This is an optimization exercise on Yosys and OpenROAD, whose aim is small area, not a production implementation. Function was checked by simulation only, so behaviour that the tests miss may differ from the original.

==> inputs of run a <==
// Posit_mult_N32_ES6_PIPE6
module Posit_mult_N32_ES6_PIPE6(clk, in1, in2, start, out, inf, zero, done);
clock: 9.0 ns
lec_check: 0
cap_margin: 20
core_margin: 2
core_utilization: 45
slew_margin: 20
synth_hierarchical: 1
synth_minimum_keep_size: 0
standard.sh (not shown) runs the stock make flow with config.mk's settings and CLKGATE_MAP_FILE= SYNTH_SCRIPT=/design/flow/synth_recipe.tcl, a recipe that flattens the netlist after the stock synthesis.
==> flow/flow/run.sh <==
#!/bin/bash
# The standard layout (the standard.sh: ORFS synthesis through finish)
# with two changes to how the layout is made:
#  - the port buffers that global placement inserts use the smallest buffer
#    cell instead of the resizer's default choice;
#  - after the standard synthesis, the layout steps may not use the larger
#    buffer cells, so repair_design buffers high-fanout nets with buf_1/buf_2.
set -euo pipefail
export BUFFER_PORTS_ARGS="-buffer_cell sky130_fd_sc_hd__buf_1"
bash standard.sh synth > standard_synth.log 2>&1
export DONT_USE_CELLS="sky130_fd_sc_hd__buf_4 sky130_fd_sc_hd__buf_6 sky130_fd_sc_hd__buf_8 sky130_fd_sc_hd__buf_12 sky130_fd_sc_hd__buf_16"
bash standard.sh > standard.log 2>&1
==> run b: changes against run a <==
==> flow/flow/run.sh (replaced) <==
#!/bin/bash
# The standard layout (the standard.sh: ORFS synthesis through finish),
# with the port buffers that global placement inserts made from the smallest
# buffer cell instead of the resizer's default choice.
set -euo pipefail
export BUFFER_PORTS_ARGS="-buffer_cell sky130_fd_sc_hd__buf_1"
bash standard.sh > standard.log 2>&1
Settings changed: CELL_PAD_IN_SITES_DETAIL_PLACEMENT set to 1, CELL_PAD_IN_SITES_GLOBAL_PLACEMENT set to 1, CORE_UTILIZATION 45 to 40.
==> results_dict.tcl <==
set metrics [dict create \
    status "finished clean" \
    met3_usage_pct 6.034 \
    seq_area_share_pct 8.840 \
    placed_cells 3503 \
    critical_path.cell_chain "buf_1 -> nor4_1 -> nand4_2 -> or2_0 -> o41a_1 -> xnor2_1 -> or4_1 -> or2_1 -> nor3_2 -> buf_4 -> inv_1 -> o22ai_1 -> o22ai_1 -> o22ai_1 -> o22ai_1 -> o22ai_1 -> inv_1 -> ha_1 -> a21oi_1 -> o211ai_4 -> o221ai_2 -> nor4_1 -> a311o_1" \
    fin_util_pct 41.54 \
    crit_required_ps 9300 \
    min_from "p1" \
    clk_share_pct 1.314 \
    worstReg2RegStart "fb1n[5]" \
    n_antenna_cell 1 \
]
[end of results for run b]
==> results_dict.tcl <==
set metrics [dict create \
    n_antenna_cell 0 \
    fin_util_pct 46.20 \
    finalCritPeriodShare_pct 92.83 \
    min_from "d1" \
    worstReg2RegStart "fb1n[13]" \
    critical_path.cell_chain "inv_1 -> ha_1 -> or2_2 -> inv_1 -> o22ai_1 -> o22ai_1 -> fa_1 -> fa_1 -> fa_1 -> fa_1 -> fa_1 -> ha_1 -> and4_1 -> a221oi_2 -> nand2b_1 -> or3b_1 -> a221o_1 -> a31o_1 -> a31o_1 -> xor2_1 -> buf_4 -> mux2_2" \
    status "finished clean" \
    met3_usage_pct 8.086 \
    clk_share_pct 1.255 \
    placed_cells 3401 \
    seq_area_share_pct 8.923 \
    crit_required_ps 9270 \
]
[end of results for run a]

========
==> raven: inputs <==
Posit_mult_N32_ES6_PIPE6, a different RTL version from the one above (not shown whole).
export LEC_CHECK = 0
export CAP_MARGIN = 20
export CORE_MARGIN = 2
export CORE_UTILIZATION = 45
export SLEW_MARGIN = 20
export SYNTH_HIERARCHICAL = 1
export SYNTH_MINIMUM_KEEP_SIZE = 0
create_clock -name core_clock -period 9.0 [get_ports {clk}]
==> flow/flow/run.sh <==
#!/bin/bash
# The standard layout (the standard.sh: ORFS synthesis through finish),
# with the port buffers that global placement inserts made from the smallest
# buffer cell instead of the resizer's default choice.
set -euo pipefail
export BUFFER_PORTS_ARGS="-buffer_cell sky130_fd_sc_hd__buf_1"
bash standard.sh > standard.log 2>&1
==> lagoon: changes against raven <==
--- a/flow/design.v
+++ b/flow/design.v
@@ -46,21 +46,21 @@
 pack_ctl u_ctl0 (.e(e1),         .ctl(ctl0));
 pack_ctl u_ctl1 (.e(e1 + 13'd1), .ctl(ctl1));
 wire [4:0] sh1 = ctl1[4:0] + 5'd1;
 wire [35:28] ztop = ovf ? {ctl1[12:6], ph[27]} : {~ctl0[12], ctl0[12:6]};
 reg        d2, p2, q2, r2, f2;
 reg [4:0]  sh2;          
-reg [35:2] z2;           
+reg [35:0] z2;           
 always @(posedge clk) begin
     d2  <= d1;
     p2  <= p1;
     q2  <= q1;
     r2  <= ovf ? ctl1[5] : ctl0[5];
     f2  <= ovf ? ~ctl1[12] : ~ctl0[12];
     sh2 <= ovf ? sh1 : ctl0[4:0];
-    z2  <= {ztop, ph[26:2], ph[1] | ph[0] | ~pz};   
+    z2  <= {ztop, ph[26:0], ~pz};
 end
 wire [33:2] wn;          
 wire stk;
 pack u_pack (.z(z2), .fill(f2), .sh(sh2), .wn(wn), .stk(stk));
 wire [30:0] yn = {~f2, wn[33:4]};             
 wire gn = wn[3], rn = wn[2];
@@ -1446,13 +1446,13 @@
 wire fs587, fc588; fa_cell u_fs587 (.a(ra22), .b(fc497), .c(kh498), .s(fs587), .co(fc588));
 wire kh589 = ~pp11_24;
 assign x = {fc588, fc586, fc584, fc582, fc580, fc578, fc576, fc574, fc572, fc570, fc568, fc566, fc564, fc562, fc560, fc558, fc556, fc554, fc552, fc550, fc548, fc546, fc544, fc542, fc540, fc538, fc536, fc534, fc532, fc530, fc528, fc526, fc524, fc522, fc520, fc518, fc516, fc514, fc512, fc510, fc508, fc506, fc504, hc502, hc500, neg1, pp0_1, pp0_0};
 assign y = {kh589, fs587, fs585, fs583, fs581, fs579, fs577, fs575, fs573, fs571, fs569, fs567, fs565, fs563, fs561, fs559, fs557, fs555, fs553, fs551, fs549, fs547, fs545, fs543, fs541, fs539, fs537, fs535, fs533, fs531, fs529, fs527, fs525, fs523, fs521, fs519, fs517, fs515, fs513, fs511, fs509, fs507, fs505, fs503, hs501, hs499, 1'b0, neg0};
 endmodule
 module pack(z, fill, sh, wn, stk);
-input [35:2] z;        
+input [35:0] z;
 input fill;
 input [4:0] sh;        
 output [33:2] wn;      
 output stk;            
 wire so1 = sh[4] & (z[3] | z[4] | z[5] | z[6] | z[7] | z[8] | z[9] | z[10] | z[11] | z[12] | z[13] | z[14] | z[15] | z[16] | z[17] | z[18]);
 wire sn2 = ~sh[4];
@@ -1657,13 +1657,13 @@
 assign wn[28] = mx169;
 assign wn[29] = mx170;
 assign wn[30] = mx171;
 assign wn[31] = mx172;
 assign wn[32] = mx173;
 assign wn[33] = mx174;
-assign stk = z[2] | so1 | so36 | so71 | so106 | so141;
+assign stk = z[0] | z[1] | z[2] | so1 | so36 | so71 | so106 | so141;
 endmodule
 module fa_cell(a, b, c, s, co);
 input a, b, c;
 output s, co;
 assign s  = a ^ b ^ c;
 assign co = (a & b) | (a & c) | (b & c);
==> quartz: changes against raven <==
--- a/flow/design.v
+++ b/flow/design.v
@@ -46,21 +46,21 @@
 pack_ctl u_ctl0 (.e(e1),         .ctl(ctl0));
 pack_ctl u_ctl1 (.e(e1 + 13'd1), .ctl(ctl1));
 wire [4:0] sh1 = ctl1[4:0] + 5'd1;
 wire [35:28] ztop = ovf ? {ctl1[12:6], ph[27]} : {~ctl0[12], ctl0[12:6]};
 reg        d2, p2, q2, r2, f2;
 reg [4:0]  sh2;          
-reg [35:2] z2;           
+reg [35:0] z2;           
 always @(posedge clk) begin
     d2  <= d1;
     p2  <= p1;
     q2  <= q1;
     r2  <= ovf ? ctl1[5] : ctl0[5];
     f2  <= ovf ? ~ctl1[12] : ~ctl0[12];
     sh2 <= ovf ? sh1 : ctl0[4:0];
-    z2  <= {ztop, ph[26:2], ph[1] | ph[0] | ~pz};   
+    z2  <= {ztop, ph[26:0], ~pz};
 end
 wire [33:2] wn;          
 wire stk;
 pack u_pack (.z(z2), .fill(f2), .sh(sh2), .wn(wn), .stk(stk));
 wire [30:0] yn = {~f2, wn[33:4]};             
 wire gn = wn[3], rn = wn[2];
@@ -1446,13 +1446,13 @@
 wire fs587, fc588; fa_cell u_fs587 (.a(ra22), .b(fc497), .c(kh498), .s(fs587), .co(fc588));
 wire kh589 = ~pp11_24;
 assign x = {fc588, fc586, fc584, fc582, fc580, fc578, fc576, fc574, fc572, fc570, fc568, fc566, fc564, fc562, fc560, fc558, fc556, fc554, fc552, fc550, fc548, fc546, fc544, fc542, fc540, fc538, fc536, fc534, fc532, fc530, fc528, fc526, fc524, fc522, fc520, fc518, fc516, fc514, fc512, fc510, fc508, fc506, fc504, hc502, hc500, neg1, pp0_1, pp0_0};
 assign y = {kh589, fs587, fs585, fs583, fs581, fs579, fs577, fs575, fs573, fs571, fs569, fs567, fs565, fs563, fs561, fs559, fs557, fs555, fs553, fs551, fs549, fs547, fs545, fs543, fs541, fs539, fs537, fs535, fs533, fs531, fs529, fs527, fs525, fs523, fs521, fs519, fs517, fs515, fs513, fs511, fs509, fs507, fs505, fs503, hs501, hs499, 1'b0, neg0};
 endmodule
 module pack(z, fill, sh, wn, stk);
-input [35:2] z;        
+input [35:0] z;
 input fill;
 input [4:0] sh;        
 output [33:2] wn;      
 output stk;            
 wire so1 = sh[4] & (z[3] | z[4] | z[5] | z[6] | z[7] | z[8] | z[9] | z[10] | z[11] | z[12] | z[13] | z[14] | z[15] | z[16] | z[17] | z[18]);
 wire sn2 = ~sh[4];
@@ -1657,13 +1657,13 @@
 assign wn[28] = mx169;
 assign wn[29] = mx170;
 assign wn[30] = mx171;
 assign wn[31] = mx172;
 assign wn[32] = mx173;
 assign wn[33] = mx174;
-assign stk = z[2] | so1 | so36 | so71 | so106 | so141;
+assign stk = z[0] | z[1] | z[2] | so1 | so36 | so71 | so106 | so141;
 endmodule
 module fa_cell(a, b, c, s, co);
 input a, b, c;
 output s, co;
 assign s  = a ^ b ^ c;
 assign co = (a & b) | (a & c) | (b & c);
==> flow/config.mk (replaced) <==
export PLATFORM = sky130hd
export DESIGN_NAME = Posit_mult_N32_ES6_PIPE6
export DESIGN_NICKNAME = Posit_mult_N32_ES6_PIPE6
export VERILOG_FILES = /design/flow/design.v
export SDC_FILE = /design/flow/constraint.sdc
export NUM_CORES = 4
export LEC_CHECK = 0
export CAP_MARGIN = 20
export CELL_PAD_IN_SITES_DETAIL_PLACEMENT = 1
export CORE_MARGIN = 2
export CORE_UTILIZATION = 50
export SLEW_MARGIN = 20
export SYNTH_HIERARCHICAL = 1
export SYNTH_MINIMUM_KEEP_SIZE = 0
==> notes <==
- lagoon produced a clean layout. quartz finished clean. raven went through all stages and came out clean.
- Via count, highest first: quartz, lagoon, raven.
- In lagoon the core utilization is lower than in quartz, by 5.5 points.
- Global-route usage: raven < lagoon < quartz.
- In area after synthesis, lagoon and quartz do not differ.
- Critical path depth is the same in raven and lagoon.

==> what the ideal ports hide <==
The flow's constraints put no driver on any port. The routed layouts listed below were extracted and timed again, unchanged, in two steps. Step 1 sets driving cells, clkbuf_16 on the clock port and buf_2 on the other inputs (assumed; they add their load-dependent delay and slew). Step 2 times the ports against the registers' clock, not the clock port: input delays grow and output delays shrink by t, the midpoint of the rising clock arrivals with the driver on. Slacks: no drivers / after step 1 / after step 2; pairs: no drivers / after step 1.
run | t, ns | setup slack, ns | worst setup path at the end | worst register clock-pin slew, ns
run a | 0.432 | 0.646 / 0.646 / 0.646 | register to register | 0.08 / 0.08
run b | 0.452 | 1.010 / 1.035 / 0.589 | input to register | 0.10 / 0.10
raven | 0.402 | 0.959 / 0.959 / 0.917 | input to register | 0.08 / 0.08
lagoon | 0.432 | 0.646 / 0.646 / 0.646 | register to register | 0.08 / 0.08
quartz | 0.453 | 0.859 / 0.859 / 0.760 | input to register | 0.10 / 0.10
After both steps setup and hold are still met in every run listed. The setup slack of run b, which loses most, moves by +0.025 ns with the drivers and by -0.421 ns with both steps.
